Context: an optimization exercise on an open-source flow, tuned for small area. The choices shown serve that exercise and are no tape-out recipe.
Only simulation tests tie the RTL to the original design; equivalence was not proved.
Power and IR drop assume default switching activity.

==> flow/design.v (excerpt) <==
module tlb
(
    input  wire                      clk,
    input  wire [               18:0] s0_vppn    ,
    input  wire                       s0_va_bit12,
    input  wire [                9:0] s0_asid    ,
    output wire                       s0_found   ,
    output wire [$clog2(16)-1:0] s0_index   ,
    output wire [               19:0] s0_ppn     ,
    output wire [                5:0] s0_ps      ,
    output wire [                1:0] s0_plv     ,
    output wire [                1:0] s0_mat     ,
    output wire                       s0_d       ,
    output wire                       s0_v       ,
    input  wire [               18:0] s1_vppn    ,
    input  wire                       s1_va_bit12,
    input  wire [                9:0] s1_asid    ,
    output wire                       s1_found   ,
    output wire [$clog2(16)-1:0] s1_index   ,
    output wire [               19:0] s1_ppn     ,
    output wire [                5:0] s1_ps      ,
    output wire [                1:0] s1_plv     ,
  ...
Settings: LEC_CHECK=0, CAP_MARGIN=20, CORE_MARGIN=2, CORE_UTILIZATION=45, SETUP_SLACK_MARGIN=0.1, SLEW_MARGIN=20, SYNTH_HIERARCHICAL=1, SYNTH_MINIMUM_KEEP_SIZE=0; clock period 10.0 ns.
standard.sh (not shown) runs the stock make flow with config.mk's settings and CLKGATE_MAP_FILE= SYNTH_SCRIPT=/design/flow/synth_recipe.tcl, a recipe that flattens the netlist after the stock synthesis.
==> flow/flow/run.sh <==
#!/bin/bash
set -euo pipefail
export POST_SYNTH_TCL=$PWD/flow/downsize.tcl
bash standard.sh \
  BUFFER_PORTS_ARGS="-buffer_cell sky130_fd_sc_hd__buf_1" \
  CTS_ARGS="-sink_clustering_enable -repair_clock_nets -dont_use_dummy_load -buf_list sky130_fd_sc_hd__clkbuf_8" \
  finish > standard.log 2>&1
==> flow/flow/downsize.tcl <==
# Set every combinational cell from synthesis to the smallest drive of its
# own type; timing repair later sizes up only what the paths need.
set db [ord::get_db]
set block [ord::get_db_block]
set dont_use {}
if { [info exists ::env(DONT_USE_CELLS)] } { set dont_use $::env(DONT_USE_CELLS) }
set n 0
foreach inst [$block getInsts] {
  set mname [[$inst getMaster] getName]
  if { ![regexp {^(sky130_fd_sc_hd__)(.*)_([0-9]+)$} $mname -> pre base drv] } { continue }
  if { [regexp {^(df|edf|sdf|sedf|dl|tap|fill|decap|conb|lpflow|probe)} $base] } { continue }
  foreach d {0 1 2} {
    if { $d >= $drv } { break }
    set cand "${pre}${base}_$d"
    if { [lsearch -exact $dont_use $cand] >= 0 } { continue }
    set cm [$db findMaster $cand]
    if { $cm != "NULL" } {
      $inst swapMaster $cm
      incr n
      break
    }
  }
}
puts "downsize: $n instances set to a smaller drive"
The baseline finished with timing, DRC and antenna clean.
Next try:
==> flow/flow/run.sh (replaced) <==
#!/bin/bash
set -euo pipefail
export POST_SYNTH_TCL=$PWD/flow/downsize.tcl
bash standard.sh \
  BUFFER_PORTS_ARGS="-buffer_cell sky130_fd_sc_hd__buf_1" \
  CTS_ARGS="-sink_clustering_enable -repair_clock_nets -dont_use_dummy_load -buf_list sky130_fd_sc_hd__clkbuf_4" \
  finish > standard.log 2>&1
Settings changed: CORE_UTILIZATION 45 to 35, PLACE_DENSITY from default to 0.45.
The changed run completed with no timing, DRC or antenna violations.
Synthesized area stays the same.
Power drops by 1.1%.
Global-route usage drops by 5.8 points.
Non-clock buffer count goes up by 33.
Setup slack gets better by 210 ps.


tlb, a different RTL version from the one above (not shown whole).
Size in the first run: about 1400 flip-flops, about 330 I/O pins, roughly 69000 µm² of cells after synthesis.
export LEC_CHECK = 0
export CAP_MARGIN = 5
export CELL_PAD_IN_SITES_DETAIL_PLACEMENT = 1
export CELL_PAD_IN_SITES_GLOBAL_PLACEMENT = 1
export CORE_MARGIN = 2
export CORE_UTILIZATION = 35
export PLACE_DENSITY = 0.5
export SETUP_SLACK_MARGIN = 0.1
export SLEW_MARGIN = 5
export SYNTH_HIERARCHICAL = 1
export SYNTH_MINIMUM_KEEP_SIZE = 0
create_clock -name core_clock -period 10.0 [get_ports {clk}]
==> flow/flow/run.sh <==
#!/bin/bash
set -euo pipefail
export POST_SYNTH_TCL=$PWD/flow/downsize.tcl
bash standard.sh \
  BUFFER_PORTS_ARGS="-buffer_cell sky130_fd_sc_hd__buf_1" \
  CTS_ARGS="-sink_clustering_enable -sink_clustering_size 22 -sink_clustering_max_diameter 100 -repair_clock_nets -dont_use_dummy_load -buf_list sky130_fd_sc_hd__clkbuf_16" \
  finish > standard.log 2>&1
Scripts as last shown in full above: flow/flow/downsize.tcl
The starting point finished clean.
Edit:
Settings changed: CELL_PAD_IN_SITES_DETAIL_PLACEMENT 1 to not set, CELL_PAD_IN_SITES_GLOBAL_PLACEMENT 1 to not set, PLACE_DENSITY 0.5 to 0.45.
Effect: Sequential power is lower by about 0.9%. Die area stays the same. Routed wire length is lower by 6.3%. Worst setup slack gets better by 0.77 ns. Clock skew is lower by 0.018 ns. Power is lower by 1.9%. Critical path depth is higher by 1. Clock power is lower by about 4%. Via count is lower by 1.8%. Sequential share of layout area is higher by 0.18 points.


Another version of the RTL of tlb (not shown whole).
Size in the first run: about 6300 cells after synthesis, ~0.068 mm2 of cells after synthesis.
Design tlb, start of the top module:
module tlb
(
    input  wire                      clk,
    input  wire [               18:0] s0_vppn    ,
    input  wire                       s0_va_bit12,
    input  wire [                9:0] s0_asid    ,
    output wire                       s0_found   ,
    output wire [$clog2(16)-1:0] s0_index   ,
    output wire [               19:0] s0_ppn     ,
    output wire [                5:0] s0_ps      ,
    output wire [                1:0] s0_plv     ,
    output wire [                1:0] s0_mat     ,
    output wire                       s0_d       ,
    output wire                       s0_v       ,
    input  wire [               18:0] s1_vppn    ,
    input  wire                       s1_va_bit12,
    input  wire [                9:0] s1_asid    ,
    output wire                       s1_found   ,
    output wire [$clog2(16)-1:0] s1_index   ,
    output wire [               19:0] s1_ppn     ,
    output wire [                5:0] s1_ps      ,
    output wire [                1:0] s1_plv     ,
    output wire [                1:0] s1_mat     ,
    output wire                       s1_d       ,
    output wire                       s1_v       ,
    input  wire                      invtlb_valid,
    input  wire [               4:0] invtlb_op   ,
    input  wire                       we     ,
    input  wire [$clog2(16)-1:0] w_index,
    input  wire                       w_e    ,
    input  wire [               18:0] w_vppn ,
    input  wire [                5:0] w_ps   ,
    input  wire [                9:0] w_asid ,
    input  wire                       w_g    ,
    input  wire [               19:0] w_ppn0 ,
    input  wire [                1:0] w_plv0 ,
    input  wire [                1:0] w_mat0 ,
    input  wire                       w_d0   ,
    input  wire                       w_v0   ,
    input  wire [               19:0] w_ppn1 ,
    input  wire [                1:0] w_plv1 ,
    input  wire [                1:0] w_mat1 ,
    input  wire                       w_d1   ,
    input  wire                       w_v1   ,
    input  wire [$clog2(16)-1:0] r_index,
    output wire                       r_e    ,
    output wire [               18:0] r_vppn ,
    output wire [                5:0] r_ps   ,
    output wire [                9:0] r_asid ,
    output wire                       r_g    ,
    output wire [               19:0] r_ppn0 ,
    output wire [                1:0] r_plv0 ,
    output wire [                1:0] r_mat0 ,
    output wire                       r_d0   ,
    output wire                       r_v0   ,
    output wire [               19:0] r_ppn1 ,
    output wire [                1:0] r_plv1 ,
    output wire [                1:0] r_mat1 ,
    output wire                       r_d1   ,
    output wire                       r_v1
);
==> flow/config.mk <==
export PLATFORM = sky130hd
export DESIGN_NAME = tlb
export DESIGN_NICKNAME = tlb
export VERILOG_FILES = /design/flow/design.v
export SDC_FILE = /design/flow/constraint.sdc
export NUM_CORES = 4
export LEC_CHECK = 0
export CAP_MARGIN = 5
export CORE_MARGIN = 2
export CORE_UTILIZATION = 45
export PLACE_DENSITY = 0.55
export SETUP_SLACK_MARGIN = 0.1
export SLEW_MARGIN = 5
export SYNTH_HIERARCHICAL = 1
export SYNTH_MINIMUM_KEEP_SIZE = 0
==> flow/constraint.sdc <==
create_clock -name core_clock -period 10.0 [get_ports {clk}]
set_input_delay 2.0000 -clock core_clock [delete_from_list [all_inputs] [get_ports {clk}]]
set_output_delay 2.0000 -clock core_clock [all_outputs]
set_load 0.01 [all_outputs]
Scripts as last shown in full above: flow/flow/run.sh, flow/flow/downsize.tcl
The starting point ran to the end with violations: capacitance limit, slew limit, setup timing.
Edit:
--- a/flow/config.mk
+++ b/flow/config.mk
@@ -9,4 +9,4 @@
 export CORE_MARGIN = 2
-export CORE_UTILIZATION = 45
-export PLACE_DENSITY = 0.55
+export CORE_UTILIZATION = 35
+export PLACE_DENSITY = 0.45
 export SETUP_SLACK_MARGIN = 0.1
The changed run produced a clean layout.
Worst setup slack improves by 0.19 ns.
Die area increases by 28%.
Core utilization decreases by 11 points.
Non-clock buffer count increases by 9.
Hold slack degrades by 0.0073 ns.
Via count decreases by 3.1%.
Global-route usage decreases by 9.0 points.
Wire length increases by 3.8%.
Power increases by 0.70%.
Cell count increases by 5.7%.
Final area increases by 1.2%.

static timing again, ports no longer ideal:
In the flow no input, the clock included, has a driving cell. The finished layouts below were timed again as built, in two steps. Step 1: set_driving_cell puts a clkbuf_16 on clk and a buf_2 on each other input, an assumption about the parent block. Step 2 moves the port delays by t, midway between the first and last clock arrival at a register: inputs arrive t later, outputs are due t later. That takes back most of the time a late clock gives input paths. Three values: ideal, step 1, step 2; two values: the first two.
| run | t (ns) | slack for setup (ns) | worst setup path after step 2 | cell pins on the clock port's net |
|---|---|---|---|---|
| the first run of note 1 | 1.039 | 0.664 / 0.630 / 0.630 | input to output | 1 |
| the second run of note 1 | 1.449 | 0.874 / 0.852 / 0.852 | input to output | 1 |
| the first run of note 2 | 0.848 | 0.006 / -0.033 / -0.033 | input to output | 1 |
| the second run of note 2 | 0.825 | 0.777 / 0.748 / 0.748 | input to output | 1 |
| the first run of note 3 | 0.794 | -0.030 / -0.056 / -0.056 | input to output | 1 |
| the second run of note 3 | 0.831 | 0.161 / 0.135 / 0.135 | input to output | 1 |
Met with ideal ports but missed after step 2: setup timing in the first run of note 2. For the first run of note 2, which loses most, drivers alone change the setup slack by -0.039 ns; drivers and shift together by -0.039 ns.
